Source: an optimization exercise on an open RTL-to-GDS flow (aim: small area). Production flows keep margins and buffers that such runs may drop. RTL that was checked went through simulation tests only; none was proved equivalent to the original. Power figures rest on the tool's default switching activity, not on a simulated workload.

==> module top_logic_n_packs, before the edit <==
module top_logic_n_packs(
	input we,
	output led0,
	input led1,
	output reg led2,
	output reg led3,
	input reset,
	input tx_clk,
	input txinit_done,
	output [31:0] tx_data,
	output tx_k
);
localparam [2:0] S0 = 3'd0, S1 = 3'd1, S2F = 3'd2, S2 = 3'd3, S3 = 3'd4, S4A = 3'd5, S4B = 3'd6, SD = 3'd7;
reg [2:0] fsm;
reg [2:0] pk;         
reg [13:0] cnt;       
reg [6:0] r;          
reg sync0, sync1;     
reg st, al;           
wire f7 = r[5] ^ r[6];
wire f9 = r[4] ^ r[6];
wire f12 = r[5] ^ r[0];
wire f13 = r[4] ^ r[1];
wire f6 = f12 ^ f13;
wire f0 = f6 ^ f7;
wire f14 = f0 ^ f12;
wire f15 = r[5] ^ f13;
wire f16 = r[4] ^ f14;
wire f19 = f7 ^ r[3];
wire f18 = f12 ^ f19;
wire f4 = f16 ^ f18;
wire f20 = f6 ^ f18;
wire f22 = r[6] ^ f20;
wire f11 = f22 ^ r[2];
wire f5 = f11 ^ f12;
wire f10 = f4 ^ f11;
wire f3 = f9 ^ f10;
wire f17 = f3 ^ f15;
wire f23 = f9 ^ r[3];
wire f24 = f4 ^ r[2];
wire f25 = f11 ^ f23;
wire f26 = f12 ^ f24;
wire f27 = f13 ^ f25;
wire f28 = f0 ^ f24;
wire f29 = f0 ^ f10;
wire f30 = r[5] ^ f11;
wire f31 = f0 ^ f16;
wire f68 = f0 ^ f23;
wire f69 = r[5] ^ f24;
wire f70 = r[4] ^ f25;
wire f71 = f3 ^ f26;
wire f72 = f4 ^ f27;
wire f75 = f7 ^ f30;
wire f82 = f3 ^ f11;
wire f83 = f4 ^ f12;
wire f96 = r[5] ^ f31;
wire f97 = f3 ^ r[1];
wire f103 = f0 ^ f4;
wire f116 = r[5] ^ f3;
wire [31:0] o = {f31, f30, f29, f28, f27, f26, f25, f24, f23, f22, r[3], f20, f19, f18, f17, f16, f15, f14, f13, f12, f11, f10, f9, r[6], f7, f6, f5, f4, f3, r[4], r[5], f0};   
wire [19:0] crc;
assign crc[0] = ~f19;
assign crc[1] = ~f83;
assign crc[2] = ~f116;
assign crc[3] = ~f71;
assign crc[4] = ~f97;
assign crc[5] = ~r[2];
assign crc[6] = f96;
assign crc[7] = f24;
assign crc[8] = ~f75;
assign crc[9] = r[0];
assign crc[10] = r[1];
assign crc[11] = ~f72;
assign crc[12] = f68;
assign crc[13] = ~f69;
assign crc[14] = f70;
assign crc[15] = ~f71;
assign crc[16] = ~f72;
assign crc[17] = f82;
assign crc[18] = ~f20;
assign crc[19] = f103;
wire in_s2 = (fsm == S2);
wire term = cnt[0] & cnt[1] & cnt[2] & cnt[3] & cnt[4] & cnt[5] & cnt[6] & cnt[7] & cnt[10] & cnt[11] & cnt[12] & cnt[13];
wire en = in_s2 | (fsm == S3) | ((fsm == S2F) & (pk == 3'd0));
wire link = (fsm != S0) & (fsm != SD);
always @(posedge tx_clk) begin
	sync0 <= txinit_done;
	sync1 <= sync0;
	cnt <= in_s2 ? {cnt[12:0], cnt[13] ^ cnt[4] ^ cnt[2] ^ cnt[0]} : 14'd11303;
	if (en) r <= {f103, f96, f97, f116, f30, r[3], f20};
	case (fsm)
		S0: if (we) fsm <= S1;
		S1: fsm <= S2F;
		S2F: fsm <= S2;
		S2: if (term) fsm <= S3;
		S3: fsm <= S4A;
		S4A: fsm <= S4B;
		S4B: begin pk <= pk + 3'd1; fsm <= (pk == 3'd7) ? SD : S1; end
		default: ;
	endcase
	if (sync1) st <= 1'b1;
	if ((fsm == S1) & (st | sync1)) al <= 1'b1;
	if (reset) begin
		fsm <= S0;
		pk <= 3'd0;
		r <= 7'd67;
		st <= 1'b0;
		al <= 1'b0;
	end
end
wire eop = al & (fsm == S4A);
wire sop = al & (fsm == S2F);
wire dat = al & ((fsm == S2) | (fsm == S3));
wire idle = st & ~eop & ~sop & ~dat;
assign tx_k = eop | sop | idle;
assign tx_data[31:28] = {4{dat}} & o[31:28];
assign tx_data[27:8] = ({20{eop}} & crc) | ({20{dat}} & o[27:8]);
assign tx_data[7:0] = ({8{eop}} & 8'hDC) | ({8{sop}} & 8'h3C) | ({8{idle}} & 8'hBC) | ({8{dat}} & o[7:0]);
assign led0 = txinit_done;
always @(*) begin
	led2 = link;
	led3 = we;
end
endmodule
clock: 5.0 ns
lec_check: 0
cap_margin: 20
core_margin: 2
core_utilization: 40
gpl_timing_driven: 0
place_density: 0.6
slew_margin: 20
standard.sh (not shown) runs the stock make flow with config.mk's settings and CLKGATE_MAP_FILE= SYNTH_SCRIPT=/design/flow/synth_recipe.tcl, a recipe that flattens the netlist after the stock synthesis.
==> flow/flow/run.sh <==
#!/bin/bash
# Own layout flow: the standard flow (standard.sh) with
#  - synthesis mapped by ABC with an area-recovery script (flow/area.abc) instead of the
#    speed script; everything else in the synthesis script is the standard flow's (synth_recipe.tcl),
#  - small port buffers (buf_1),
#  - a clock tree without dummy loads.
set -euo pipefail
W=$PWD
{
  echo "proc abc {args} {"
  echo "  set i [lsearch -exact \$args -script]"
  echo "  if {\$i >= 0} { lset args [expr {\$i + 1}] $W/flow/area.abc }"
  echo "  yosys abc {*}\$args"
  echo "}"
  cat synth_recipe.tcl
} > own_synth.tcl
sed "s#SYNTH_SCRIPT=[^ ]*#SYNTH_SCRIPT=$W/own_synth.tcl#" standard.sh > own_standard.sh
grep -q "SYNTH_SCRIPT=$W/own_synth.tcl" own_standard.sh
export BUFFER_PORTS_ARGS="-buffer_cell sky130_fd_sc_hd__buf_1"
export CTS_ARGS="-sink_clustering_enable -sink_clustering_size 40 -sink_clustering_max_diameter 500 -repair_clock_nets -dont_use_dummy_load -buf_list sky130_fd_sc_hd__clkbuf_4"
bash own_standard.sh > standard.log 2>&1
==> flow/flow/area.abc <==
strash
&get -n
&st
&dch -f
&nf -R 1000
&put
Next try:
--- a/flow/design.v
+++ b/flow/design.v
@@ -8,56 +8,56 @@
 	input tx_clk,
 	input txinit_done,
 	output [31:0] tx_data,
 	output tx_k
 );
-localparam [2:0] S0 = 3'd0, S1 = 3'd1, S2F = 3'd2, S2 = 3'd3, S3 = 3'd4, S4A = 3'd5, S4B = 3'd6, SD = 3'd7;
+localparam [2:0] S0 = 3'b000, S1 = 3'b001, S2F = 3'b011, S2 = 3'b010, S3 = 3'b110, S4A = 3'b111, S4B = 3'b101, SD = 3'b100;
 reg [2:0] fsm;
 reg [2:0] pk;         
 reg [13:0] cnt;       
 reg [6:0] r;          
 reg sync0, sync1;     
 reg st, al;           
 wire f7 = r[5] ^ r[6];
 wire f9 = r[4] ^ r[6];
 wire f12 = r[5] ^ r[0];
 wire f13 = r[4] ^ r[1];
+wire f83 = r[3] ^ r[1];
+wire f96 = r[4] ^ r[0];
+wire f4 = f12 ^ f83;
 wire f6 = f12 ^ f13;
+wire f10 = r[2] ^ f96;
+wire f14 = f7 ^ f13;
+wire f15 = r[5] ^ f13;
+wire f16 = f7 ^ r[1];
+wire f19 = f7 ^ r[3];
+wire f23 = f9 ^ r[3];
+wire f26 = r[2] ^ f83;
+wire f31 = r[5] ^ f96;
+wire f68 = r[0] ^ f83;
 wire f0 = f6 ^ f7;
-wire f14 = f0 ^ f12;
-wire f15 = r[5] ^ f13;
-wire f16 = r[4] ^ f14;
-wire f19 = f7 ^ r[3];
-wire f18 = f12 ^ f19;
-wire f4 = f16 ^ f18;
-wire f20 = f6 ^ f18;
-wire f22 = r[6] ^ f20;
-wire f11 = f22 ^ r[2];
-wire f5 = f11 ^ f12;
-wire f10 = f4 ^ f11;
 wire f3 = f9 ^ f10;
-wire f17 = f3 ^ f15;
-wire f23 = f9 ^ r[3];
+wire f5 = f10 ^ f83;
+wire f11 = f4 ^ f10;
+wire f17 = f10 ^ f16;
+wire f18 = f4 ^ f16;
+wire f20 = f13 ^ f19;
+wire f22 = f4 ^ f96;
 wire f24 = f4 ^ r[2];
-wire f25 = f11 ^ f23;
-wire f26 = f12 ^ f24;
-wire f27 = f13 ^ f25;
-wire f28 = f0 ^ f24;
+wire f25 = f16 ^ r[2];
+wire f28 = f14 ^ f26;
+wire f30 = r[4] ^ f26;
+wire f69 = f26 ^ r[0];
+wire f70 = f14 ^ r[2];
+wire f71 = f4 ^ f7;
+wire f82 = f4 ^ f9;
+wire f103 = r[5] ^ f23;
+wire f27 = f3 ^ f31;
 wire f29 = f0 ^ f10;
-wire f30 = r[5] ^ f11;
-wire f31 = f0 ^ f16;
-wire f68 = f0 ^ f23;
-wire f69 = r[5] ^ f24;
-wire f70 = r[4] ^ f25;
-wire f71 = f3 ^ f26;
-wire f72 = f4 ^ f27;
+wire f72 = f5 ^ r[6];
 wire f75 = f7 ^ f30;
-wire f82 = f3 ^ f11;
-wire f83 = f4 ^ f12;
-wire f96 = r[5] ^ f31;
 wire f97 = f3 ^ r[1];
-wire f103 = f0 ^ f4;
 wire f116 = r[5] ^ f3;
 wire [31:0] o = {f31, f30, f29, f28, f27, f26, f25, f24, f23, f22, r[3], f20, f19, f18, f17, f16, f15, f14, f13, f12, f11, f10, f9, r[6], f7, f6, f5, f4, f3, r[4], r[5], f0};   
 wire [19:0] crc;
 assign crc[0] = ~f19;
 assign crc[1] = ~f83;
@@ -110,11 +110,11 @@
 end
 wire eop = al & (fsm == S4A);
 wire sop = al & (fsm == S2F);
 wire dat = al & ((fsm == S2) | (fsm == S3));
 wire idle = st & ~eop & ~sop & ~dat;
-assign tx_k = eop | sop | idle;
+assign tx_k = st & ~dat;   
 assign tx_data[31:28] = {4{dat}} & o[31:28];
 assign tx_data[27:8] = ({20{eop}} & crc) | ({20{dat}} & o[27:8]);
 assign tx_data[7:0] = ({8{eop}} & 8'hDC) | ({8{sop}} & 8'h3C) | ({8{idle}} & 8'hBC) | ({8{dat}} & o[7:0]);
 assign led0 = txinit_done;
 always @(*) begin
What happened: Setup slack improves by 1.0 ns; clock skew goes up by 0.0086 ns; cell count fell by 2.3%; critical path depth falls by 4; core utilization came out lower by 1.6 points; flip-flop and latch count does not change; non-clock buffer count is unchanged; combinational power went down by 32%; final area shrinks by 3.1%.
Only the layout flow was run in the first run of this note; the RTL was not checked for function there.

## afterwards: timing with drivers on the ports
In the flow no input, the clock included, has a driving cell. The finished layouts below were timed again as built, in two steps.
Step 1, drivers: a clkbuf_16 drives tx_clk and a buf_2 each remaining input, both assumed.
Step 2 times the ports against the registers' clock, not the clock port: input delays grow and output delays shrink by t, the midpoint of the rising clock arrivals with the driver on.
Three values: ideal, step 1, step 2; two values: the first two.
| run | shift t [ns] | setup slack, ns | clock arrival spread, ns | worst slew at a driven data input, ns | pins driven straight from the clock port |
|---|---|---|---|---|---|
| the first run | 0.336 | 0.224 / 0.204 / 0.540 | 0.022 / 0.022 | 0.03 | 1 |
| the second run | 0.323 | 1.250 / 1.228 / 1.551 | 0.030 / 0.030 | 0.03 | 1 |
After both steps every run listed still meets setup and hold.
